From an optimization exercise on the open Yosys and OpenROAD flow, aimed at small area and a short achievable clock period; shortcuts taken in it are not production practice. At most, simulation tests tie the RTL to the original design; equivalence was not proved. No driver is modelled on the clock port, so clocking that relies on it looks cheaper here than on a real chip.

Design alu_top, start of the top module:
module alu_top(
    input                 clk,
    input        [31 : 0] A,
    input        [31 : 0] B,
    input        [3  : 0] aluop,
    output logic [31 : 0] alures,
    output logic          ZF,
    output logic          OF
);
For scale: roughly 2000 cells after synthesis, about 100 flip-flops, ~100 I/O pins.
clock: 15.0 ns
lec_check: 0
cap_margin: 20
core_margin: 2
core_utilization: 40
slew_margin: 20
synth_hierarchical: 1
standard.sh (not shown) runs the stock make flow with config.mk's settings and CLKGATE_MAP_FILE= SYNTH_SCRIPT=/design/flow/synth_recipe.tcl, a recipe that flattens the netlist after the stock synthesis.
==> flow/flow/run.sh <==
#!/bin/bash
# The standard layout (the standard.sh, standard synthesis unchanged) with:
# - after CTS, flow/skew.tcl instead of the standard timing repair: the result registers'
#   clock is delayed (useful skew for the register-to-register paths), then setup and
#   hold repair;
# - timing repair after global routing aiming for a larger setup margin, on the worst
#   path only;
# - the smallest buffer as the buffer on each port.
set -euo pipefail
bash standard.sh SETUP_SLACK_MARGIN=9.5 TNS_END_PERCENT=0 \
    "BUFFER_PORTS_ARGS=-buffer_cell sky130_fd_sc_hd__buf_1" \
    SKIP_CTS_REPAIR_TIMING=1 "POST_CTS_TCL=$PWD/flow/skew.tcl" finish > flow.log 2>&1
==> flow/flow/skew.tcl <==
set skew_block [ord::get_db_block]
set skew_db [ord::get_db]
set skew_chain [list sky130_fd_sc_hd__dlygate4sd3_1 sky130_fd_sc_hd__dlygate4sd3_1 \
  sky130_fd_sc_hd__dlygate4sd2_1 sky130_fd_sc_hd__clkbuf_8]
# setup repair aims for this slack (the clock period less the period it aims for)
set skew_setup_margin 9.5

set skew_groups [dict create]
foreach inst [$skew_block getInsts] {
  if { [regexp {^(alures\\?\[[0-9]+\\?\]|ZF|OF)\$_DFF_P_$} [$inst getName]] } {
    set net [[$inst findITerm CLK] getNet]
    dict lappend skew_groups [$net getName] $inst
  }
}
set k 0
foreach netname [dict keys $skew_groups] {
  set insts [dict get $skew_groups $netname]
  set sx 0
  set sy 0
  foreach inst $insts {
    lassign [$inst getLocation] x y
    set sx [expr { $sx + $x }]
    set sy [expr { $sy + $y }]
  }
  set cx [expr { int($sx / [llength $insts]) }]
  set cy [expr { int($sy / [llength $insts]) }]
  set prev [$skew_block findNet $netname]
  set j 0
  foreach mname $skew_chain {
    set master [$skew_db findMaster $mname]
    set cell [odb::dbInst_create $skew_block $master "skew_${k}_${j}"]
    set out [odb::dbNet_create $skew_block "skew_net_${k}_${j}"]
    $out setSigType CLOCK
    set in_term ""
    set out_term ""
    foreach mt [$master getMTerms] {
      if { [$mt getSigType] != "SIGNAL" } { continue }
      if { [$mt getIoType] == "INPUT" } { set in_term [$mt getName] }
      if { [$mt getIoType] == "OUTPUT" } { set out_term [$mt getName] }
    }
    [$cell findITerm $in_term] connect $prev
    [$cell findITerm $out_term] connect $out
    $cell setLocation $cx $cy
    $cell setPlacementStatus PLACED
    set prev $out
    incr j
  }
  foreach inst $insts {
    set ck [$inst findITerm CLK]
    $ck disconnect
    $ck connect $prev
  }
  puts "skew: [llength $insts] result registers on $netname now behind [llength $skew_chain] cells"
  incr k
}

detailed_placement
estimate_parasitics -placement
report_clock_skew
repair_timing -setup -setup_margin $skew_setup_margin -repair_tns 0 -match_cell_footprint -verbose
# hold repair may use setup slack only down to just below what setup repair reached
set skew_wns [sta::worst_slack -max]
puts "skew: worst setup slack $skew_wns"
repair_timing -hold -setup_margin [expr { $skew_wns - 0.05 }] -hold_margin 0.2 -match_cell_footprint -verbose
detailed_placement
estimate_parasitics -placement

# Hold paths left: put a delay cell in front of the input pin nearest the endpoint
# that lies on no setup-critical path.
set skew_n 0
for { set it 0 } { $it < 8 } { incr it } {
  set pes [find_timing_paths -path_delay min -group_path_count 100 -slack_max 0.15]
  if { [llength $pes] == 0 } { break }
  set done_pins [dict create]
  foreach pe $pes {
    set need [expr { 0.15 - [get_property $pe slack] }]
    set pts [lreverse [get_property $pe points]]
    foreach pt [lrange $pts 1 end] {
      set pin [get_property $pt pin]
      if { [get_property $pin direction] != "input" } { continue }
      if { [get_property $pin slack_max] < $skew_wns + $need + 0.5 } { continue }
      set pname [get_full_name $pin]
      if { [dict exists $done_pins $pname] } { break }
      dict set done_pins $pname 1
      set slash [string last "/" $pname]
      set inst [$skew_block findInst [string range $pname 0 [expr { $slash - 1 }]]]
      set iterm [$inst findITerm [string range $pname [expr { $slash + 1 }] end]]
      set net [$iterm getNet]
      set mname sky130_fd_sc_hd__dlygate4sd1_1
      if { $need > 0.35 } { set mname sky130_fd_sc_hd__dlygate4sd3_1 }
      set master [$skew_db findMaster $mname]
      set cell [odb::dbInst_create $skew_block $master "holdfix_$skew_n"]
      set out [odb::dbNet_create $skew_block "holdfix_net_$skew_n"]
      $iterm disconnect
      [$cell findITerm A] connect $net
      [$cell findITerm X] connect $out
      $iterm connect $out
      lassign [$inst getLocation] x y
      $cell setLocation $x $y
      $cell setPlacementStatus PLACED
      puts "skew: hold delay $mname in front of $pname (needed [format %.3f $need])"
      incr skew_n
      break
    }
  }
  detailed_placement
  estimate_parasitics -placement
}
check_placement -verbose
report_clock_skew
report_checks -path_delay max -format end -group_path_count 5
report_checks -path_delay min -format end -group_path_count 5
Then changed:
--- a/flow/flow/skew.tcl
+++ b/flow/flow/skew.tcl
@@ -73,0 +74 @@
+  # choose all the pins first: editing the netlist invalidates the paths found
@@ -74,0 +76 @@
+  set fixes [list]
@@ -85,18 +87 @@
-      set slash [string last "/" $pname]
-      set inst [$skew_block findInst [string range $pname 0 [expr { $slash - 1 }]]]
-      set iterm [$inst findITerm [string range $pname [expr { $slash + 1 }] end]]
-      set net [$iterm getNet]
-      set mname sky130_fd_sc_hd__dlygate4sd1_1
-      if { $need > 0.35 } { set mname sky130_fd_sc_hd__dlygate4sd3_1 }
-      set master [$skew_db findMaster $mname]
-      set cell [odb::dbInst_create $skew_block $master "holdfix_$skew_n"]
-      set out [odb::dbNet_create $skew_block "holdfix_net_$skew_n"]
-      $iterm disconnect
-      [$cell findITerm A] connect $net
-      [$cell findITerm X] connect $out
-      $iterm connect $out
-      lassign [$inst getLocation] x y
-      $cell setLocation $x $y
-      $cell setPlacementStatus PLACED
-      puts "skew: hold delay $mname in front of $pname (needed [format %.3f $need])"
-      incr skew_n
+      lappend fixes [list $pname $need]
@@ -104,0 +90,21 @@
+  }
+  foreach fix $fixes {
+    lassign $fix pname need
+    set slash [string last "/" $pname]
+    set inst [$skew_block findInst [string range $pname 0 [expr { $slash - 1 }]]]
+    set iterm [$inst findITerm [string range $pname [expr { $slash + 1 }] end]]
+    set net [$iterm getNet]
+    set mname sky130_fd_sc_hd__dlygate4sd1_1
+    if { $need > 0.35 } { set mname sky130_fd_sc_hd__dlygate4sd3_1 }
+    set master [$skew_db findMaster $mname]
+    set cell [odb::dbInst_create $skew_block $master "holdfix_$skew_n"]
+    set out [odb::dbNet_create $skew_block "holdfix_net_$skew_n"]
+    $iterm disconnect
+    [$cell findITerm A] connect $net
+    [$cell findITerm X] connect $out
+    $iterm connect $out
+    lassign [$inst getLocation] x y
+    $cell setLocation $x $y
+    $cell setPlacementStatus PLACED
+    puts "skew: hold delay $mname in front of $pname (needed [format %.3f $need])"
+    incr skew_n
=>
- die area is unchanged
- synthesized area is unchanged
- setup slack does not change
- flip-flop and latch count is unchanged
- utilization is unchanged
- first-iteration DRC count is unchanged
- global-route usage stays the same
- final cell count stays the same
- via count stays the same
- critical path depth does not change
- hold slack stays the same

harbor:
Another version of the RTL of alu_top (not shown whole).
Size: about 1900 cells after synthesis, ~100 flip-flops, about 100 I/O pins, ~19000 um^2 of cells after synthesis.
## alu_top
module alu_top(
    input                 clk,
    input        [31 : 0] A,
    input        [31 : 0] B,
    input        [3  : 0] aluop,
    output logic [31 : 0] alures,
    output logic          ZF,
    output logic          OF
);
    logic [31 : 0] A_r, B_r;
    logic [3  : 0] aluop_r;
    logic [31 : 0] alures_w;
    logic          ZF_w, OF_w;
    always_ff @(posedge clk) begin
        A_r     <= A;
        B_r     <= B;
        aluop_r <= aluop;
    end
    alu U_alu(
        .A      (A_r),
        .B      (B_r),
        .aluop  (aluop_r),
        .alures (alures_w),
        .ZF     (ZF_w),
        .OF     (OF_w)
    );
    always_ff @(posedge clk) begin
        alures <= alures_w;
        ZF     <= ZF_w;
        OF     <= OF_w;
    end
endmodule
clock: 15.0 ns
lec_check: 0
cap_margin: 20
core_margin: 2
core_utilization: 40
slew_margin: 20
synth_hierarchical: 1
==> flow/flow/run.sh <==
#!/bin/bash
# The standard layout (the standard.sh, standard synthesis unchanged), with the
# timing repair after CTS and global routing aiming for a larger setup margin on the
# worst path only, and the smallest buffer as the buffer on each port.
set -euo pipefail
bash standard.sh SETUP_SLACK_MARGIN=9 TNS_END_PERCENT=0 \
    "BUFFER_PORTS_ARGS=-buffer_cell sky130_fd_sc_hd__buf_1" finish > flow.log 2>&1
Status(harbor) = ERROR, stage = global routing
Here is what was changed in the inputs of violet compared with harbor.
--- a/flow/flow/run.sh
+++ b/flow/flow/run.sh
@@ -5,3 +5,3 @@
 set -euo pipefail
-bash standard.sh SETUP_SLACK_MARGIN=9 TNS_END_PERCENT=0 \
+bash standard.sh SETUP_SLACK_MARGIN=8 TNS_END_PERCENT=0 \
     "BUFFER_PORTS_ARGS=-buffer_cell sky130_fd_sc_hd__buf_1" finish > flow.log 2>&1
[summary]
- violet reached the end of the flow, and the finished layout is clean on the timing, design-rule and antenna checks.
- Worst slack at placement: violet lower than harbor
- violet against harbor: number of standard-cell rows in the floorplan ~0 delta, gate count of the mapped netlist did not really move, count of cells resized by post-cts repair lower, top-level I/O count ~0 delta, placed cell area moved down.
- Total of flip-flops plus latches after synthesis: harbor vs violet identical

run 1:
Another version of the RTL of alu_top (not shown whole).
For scale: roughly 2300 cells after synthesis, ~100 flip-flops, ~0.021 mm^2 of cells after synthesis.
Settings: LEC_CHECK=0, CAP_MARGIN=20, CORE_MARGIN=2, CORE_UTILIZATION=40, SLEW_MARGIN=20, SYNTH_HIERARCHICAL=1; clock period 15.0 ns.
==> flow/flow/run.sh <==
#!/bin/bash
# The standard layout (the standard.sh, standard synthesis unchanged), with the
# timing repair after CTS and global routing aiming for a larger setup margin on the
# worst path only.
set -euo pipefail
bash standard.sh SETUP_SLACK_MARGIN=10 TNS_END_PERCENT=0 finish > flow.log 2>&1
Changes in run 2 relative to run 1:
diff --git a/flow/flow/run.sh b/flow/flow/run.sh
--- a/flow/flow/run.sh
+++ b/flow/flow/run.sh
@@ -4,3 +4,3 @@
 # worst path only.
 set -euo pipefail
-bash standard.sh SETUP_SLACK_MARGIN=10 TNS_END_PERCENT=0 finish > flow.log 2>&1
+bash standard.sh SETUP_SLACK_MARGIN=9 TNS_END_PERCENT=0 finish > flow.log 2>&1
Changes observed in run 2 relative to run 1: routing usage on met1 ~0 delta, sequential area share after synthesis ~0 delta, sequential share of layout area ~0 delta.
Function was not checked in any run of this note: the RTL went through the layout flow alone.

RTL: one of the versions met above, not the one the previous note started from.
Size: roughly 100 flip-flops, about 100 I/O pins, roughly 0.019 mm^2 of cells after synthesis.
clock: 15.0 ns
lec_check: 0
cap_margin: 20
core_margin: 2
core_utilization: 40
slew_margin: 20
synth_hierarchical: 1
==> flow/flow/run.sh <==
#!/bin/bash
# The standard layout (the standard.sh, standard synthesis unchanged) with:
# - after CTS, flow/skew.tcl instead of the standard timing repair: the result registers'
#   clock is delayed (useful skew for the register-to-register paths), then setup and
#   hold repair;
# - timing repair after global routing aiming for a larger setup margin, on the worst
#   path only;
# - the smallest buffer as the buffer on each port.
set -euo pipefail
bash standard.sh SETUP_SLACK_MARGIN=10 TNS_END_PERCENT=0 \
    "BUFFER_PORTS_ARGS=-buffer_cell sky130_fd_sc_hd__buf_1" \
    SKIP_CTS_REPAIR_TIMING=1 "POST_CTS_TCL=$PWD/flow/skew.tcl" finish > flow.log 2>&1
==> flow/flow/skew.tcl <==
set skew_block [ord::get_db_block]
set skew_db [ord::get_db]
set skew_chain [list sky130_fd_sc_hd__dlygate4sd3_1 sky130_fd_sc_hd__dlygate4sd3_1 \
  sky130_fd_sc_hd__clkbuf_8]
# setup repair aims for this slack (the clock period less the period it aims for)
set skew_setup_margin 10

set skew_groups [dict create]
foreach inst [$skew_block getInsts] {
  if { [regexp {^(alures\\?\[[0-9]+\\?\]|ZF|OF)\$_DFF_P_$} [$inst getName]] } {
    set net [[$inst findITerm CLK] getNet]
    dict lappend skew_groups [$net getName] $inst
  }
}
set k 0
foreach netname [dict keys $skew_groups] {
  set insts [dict get $skew_groups $netname]
  set sx 0
  set sy 0
  foreach inst $insts {
    lassign [$inst getLocation] x y
    set sx [expr { $sx + $x }]
    set sy [expr { $sy + $y }]
  }
  set cx [expr { int($sx / [llength $insts]) }]
  set cy [expr { int($sy / [llength $insts]) }]
  set prev [$skew_block findNet $netname]
  set j 0
  foreach mname $skew_chain {
    set master [$skew_db findMaster $mname]
    set cell [odb::dbInst_create $skew_block $master "skew_${k}_${j}"]
    set out [odb::dbNet_create $skew_block "skew_net_${k}_${j}"]
    $out setSigType CLOCK
    set in_term ""
    set out_term ""
    foreach mt [$master getMTerms] {
      if { [$mt getSigType] != "SIGNAL" } { continue }
      if { [$mt getIoType] == "INPUT" } { set in_term [$mt getName] }
      if { [$mt getIoType] == "OUTPUT" } { set out_term [$mt getName] }
    }
    [$cell findITerm $in_term] connect $prev
    [$cell findITerm $out_term] connect $out
    $cell setLocation $cx $cy
    $cell setPlacementStatus PLACED
    set prev $out
    incr j
  }
  foreach inst $insts {
    set ck [$inst findITerm CLK]
    $ck disconnect
    $ck connect $prev
  }
  puts "skew: [llength $insts] result registers on $netname now behind [llength $skew_chain] cells"
  incr k
}

detailed_placement
estimate_parasitics -placement
report_clock_skew
repair_timing -setup -setup_margin $skew_setup_margin -repair_tns 0 -match_cell_footprint -verbose
# hold repair may use setup slack only down to just below what setup repair reached
set skew_wns [sta::worst_slack -max]
puts "skew: worst setup slack $skew_wns"
repair_timing -hold -setup_margin [expr { $skew_wns - 0.05 }] -hold_margin 0.2 -match_cell_footprint -verbose
detailed_placement
estimate_parasitics -placement

# Hold paths left: put a delay cell in front of the input pin nearest the endpoint
# that lies on no setup-critical path.
set skew_n 0
for { set it 0 } { $it < 8 } { incr it } {
  set pes [find_timing_paths -path_delay min -group_path_count 100 -slack_max 0.15]
  if { [llength $pes] == 0 } { break }
  set done_pins [dict create]
  foreach pe $pes {
    set need [expr { 0.15 - [get_property $pe slack] }]
    set pts [lreverse [get_property $pe points]]
    foreach pt [lrange $pts 1 end] {
      set pin [get_property $pt pin]
      if { [get_property $pin direction] != "input" } { continue }
      if { [get_property $pin slack_max] < $skew_wns + $need + 0.5 } { continue }
      set pname [get_full_name $pin]
      if { [dict exists $done_pins $pname] } { break }
      dict set done_pins $pname 1
      set slash [string last "/" $pname]
      set inst [$skew_block findInst [string range $pname 0 [expr { $slash - 1 }]]]
      set iterm [$inst findITerm [string range $pname [expr { $slash + 1 }] end]]
      set net [$iterm getNet]
      set mname sky130_fd_sc_hd__dlygate4sd1_1
      if { $need > 0.35 } { set mname sky130_fd_sc_hd__dlygate4sd3_1 }
      set master [$skew_db findMaster $mname]
      set cell [odb::dbInst_create $skew_block $master "holdfix_$skew_n"]
      set out [odb::dbNet_create $skew_block "holdfix_net_$skew_n"]
      $iterm disconnect
      [$cell findITerm A] connect $net
      [$cell findITerm X] connect $out
      $iterm connect $out
      lassign [$inst getLocation] x y
      $cell setLocation $x $y
      $cell setPlacementStatus PLACED
      puts "skew: hold delay $mname in front of $pname (needed [format %.3f $need])"
      incr skew_n
      break
    }
  }
  detailed_placement
  estimate_parasitics -placement
}
check_placement -verbose
report_clock_skew
report_checks -path_delay max -format end -group_path_count 5
report_checks -path_delay min -format end -group_path_count 5
Change:
--- a/flow/flow/run.sh
+++ b/flow/flow/run.sh
@@ -8,5 +8,5 @@
 # - the smallest buffer as the buffer on each port.
 set -euo pipefail
-bash standard.sh SETUP_SLACK_MARGIN=10 TNS_END_PERCENT=0 \
+bash standard.sh SETUP_SLACK_MARGIN=9.5 TNS_END_PERCENT=0 \
     "BUFFER_PORTS_ARGS=-buffer_cell sky130_fd_sc_hd__buf_1" \
     SKIP_CTS_REPAIR_TIMING=1 "POST_CTS_TCL=$PWD/flow/skew.tcl" finish > flow.log 2>&1
--- a/flow/flow/skew.tcl
+++ b/flow/flow/skew.tcl
@@ -2,7 +2,7 @@
 set skew_db [ord::get_db]
 set skew_chain [list sky130_fd_sc_hd__dlygate4sd3_1 sky130_fd_sc_hd__dlygate4sd3_1 \
-  sky130_fd_sc_hd__clkbuf_8]
+  sky130_fd_sc_hd__dlygate4sd2_1 sky130_fd_sc_hd__clkbuf_8]
 # setup repair aims for this slack (the clock period less the period it aims for)
-set skew_setup_margin 10
+set skew_setup_margin 9.5
 
 set skew_groups [dict create]
The new run went through all stages and came out clean.
Setup slack gains 0.12 ns.
Cell count goes down by 1.7%.
Routed wire length decreases by 4.6%.
Cell area decreases by 3.4%.
Area after synthesis does not change.
Critical path depth stays the same.
Change:
--- a/flow/flow/run.sh
+++ b/flow/flow/run.sh
@@ -8,5 +8,5 @@
 # - the smallest buffer as the buffer on each port.
 set -euo pipefail
-bash standard.sh SETUP_SLACK_MARGIN=9.5 TNS_END_PERCENT=0 \
+bash standard.sh SETUP_SLACK_MARGIN=10 TNS_END_PERCENT=0 \
     "BUFFER_PORTS_ARGS=-buffer_cell sky130_fd_sc_hd__buf_1" \
     SKIP_CTS_REPAIR_TIMING=1 "POST_CTS_TCL=$PWD/flow/skew.tcl" finish > flow.log 2>&1
--- a/flow/flow/skew.tcl
+++ b/flow/flow/skew.tcl
@@ -2,7 +2,7 @@
 set skew_db [ord::get_db]
 set skew_chain [list sky130_fd_sc_hd__dlygate4sd3_1 sky130_fd_sc_hd__dlygate4sd3_1 \
-  sky130_fd_sc_hd__dlygate4sd2_1 sky130_fd_sc_hd__clkbuf_8]
+  sky130_fd_sc_hd__dlygate4sd1_1 sky130_fd_sc_hd__clkbuf_8]
 # setup repair aims for this slack (the clock period less the period it aims for)
-set skew_setup_margin 9.5
+set skew_setup_margin 10
 
 set skew_groups [dict create]
The new run went through all stages and came out clean; die area is unchanged; final area rises by a few percent; synthesized area is unchanged; wire length increases by a few percent; final cell count is higher slightly; synthesized cell count is unchanged; via count is higher by a few percent; worst setup slack improved by 0.092 ns; hold slack is better by 0.11 ns.
Change:
--- a/flow/flow/skew.tcl
+++ b/flow/flow/skew.tcl
@@ -2,5 +2,5 @@
 set skew_db [ord::get_db]
 set skew_chain [list sky130_fd_sc_hd__dlygate4sd3_1 sky130_fd_sc_hd__dlygate4sd3_1 \
-  sky130_fd_sc_hd__dlygate4sd1_1 sky130_fd_sc_hd__clkbuf_8]
+  sky130_fd_sc_hd__dlygate4sd2_1 sky130_fd_sc_hd__clkbuf_8]
 # setup repair aims for this slack (the clock period less the period it aims for)
 set skew_setup_margin 10
Effect:
- The changed run went through all stages and came out clean
- cell area shrinks by 1.2%
- via count is about the same
- register-to-register slack stays flat
- wire length barely changes

[what the ideal ports hide]
The flow's constraints put no driver on any port. The routed layouts listed below were extracted and timed again, unchanged, in two steps. Step 1 sets driving cells, clkbuf_16 on the clock port and buf_2 on the other inputs (assumed; they add their load-dependent delay and slew). Step 2, shift: input delay + t, output delay - t, t = (earliest + latest rising clock arrival at the registers) / 2. This alone moves slack from input paths to output paths. Slacks: no drivers / after step 1 / after step 2; pairs: no drivers / after step 1.
run	t, ns	setup slack, ns	hold WS [ns]	worst setup path after step 2	clock arrival spread, ns	worst register clock-pin slew, ns
the first run of note 1	1.211	9.486 / 9.429 / 9.495	0.101 / 0.101 / 0.101	register to register	1.536 / 1.536	0.11 / 0.11
the second run of note 1	1.211	9.486 / 9.429 / 9.495	0.101 / 0.101 / 0.101	register to register	1.536 / 1.536	0.11 / 0.11
violet	0.441	8.158 / 8.158 / 8.158	0.758 / 0.758 / 0.758	register to register	0.023 / 0.023	0.09 / 0.09
run 1	0.422	7.934 / 7.934 / 7.934	0.755 / 0.755 / 0.755	register to register	0.026 / 0.026	0.09 / 0.09
run 2	0.422	7.934 / 7.934 / 7.934	0.755 / 0.755 / 0.755	register to register	0.026 / 0.026	0.09 / 0.09
the first run of note 4	1.068	9.336 / 9.336 / 9.336	0.235 / 0.235 / 0.235	register to register	1.255 / 1.255	0.08 / 0.08
the second run of note 4	1.182	9.453 / 9.453 / 9.453	0.183 / 0.183 / 0.183	register to register	1.470 / 1.470	0.08 / 0.08
the third run of note 4	1.172	9.545 / 9.545 / 9.545	0.293 / 0.293 / 0.293	register to register	1.458 / 1.458	0.08 / 0.08
the fourth run of note 4	1.177	9.538 / 9.538 / 9.538	0.309 / 0.309 / 0.309	register to register	1.473 / 1.473	0.08 / 0.08
In 6 of these runs the clock reaches the registers at very different times; t lies between them, and the last value is a rough guide only.
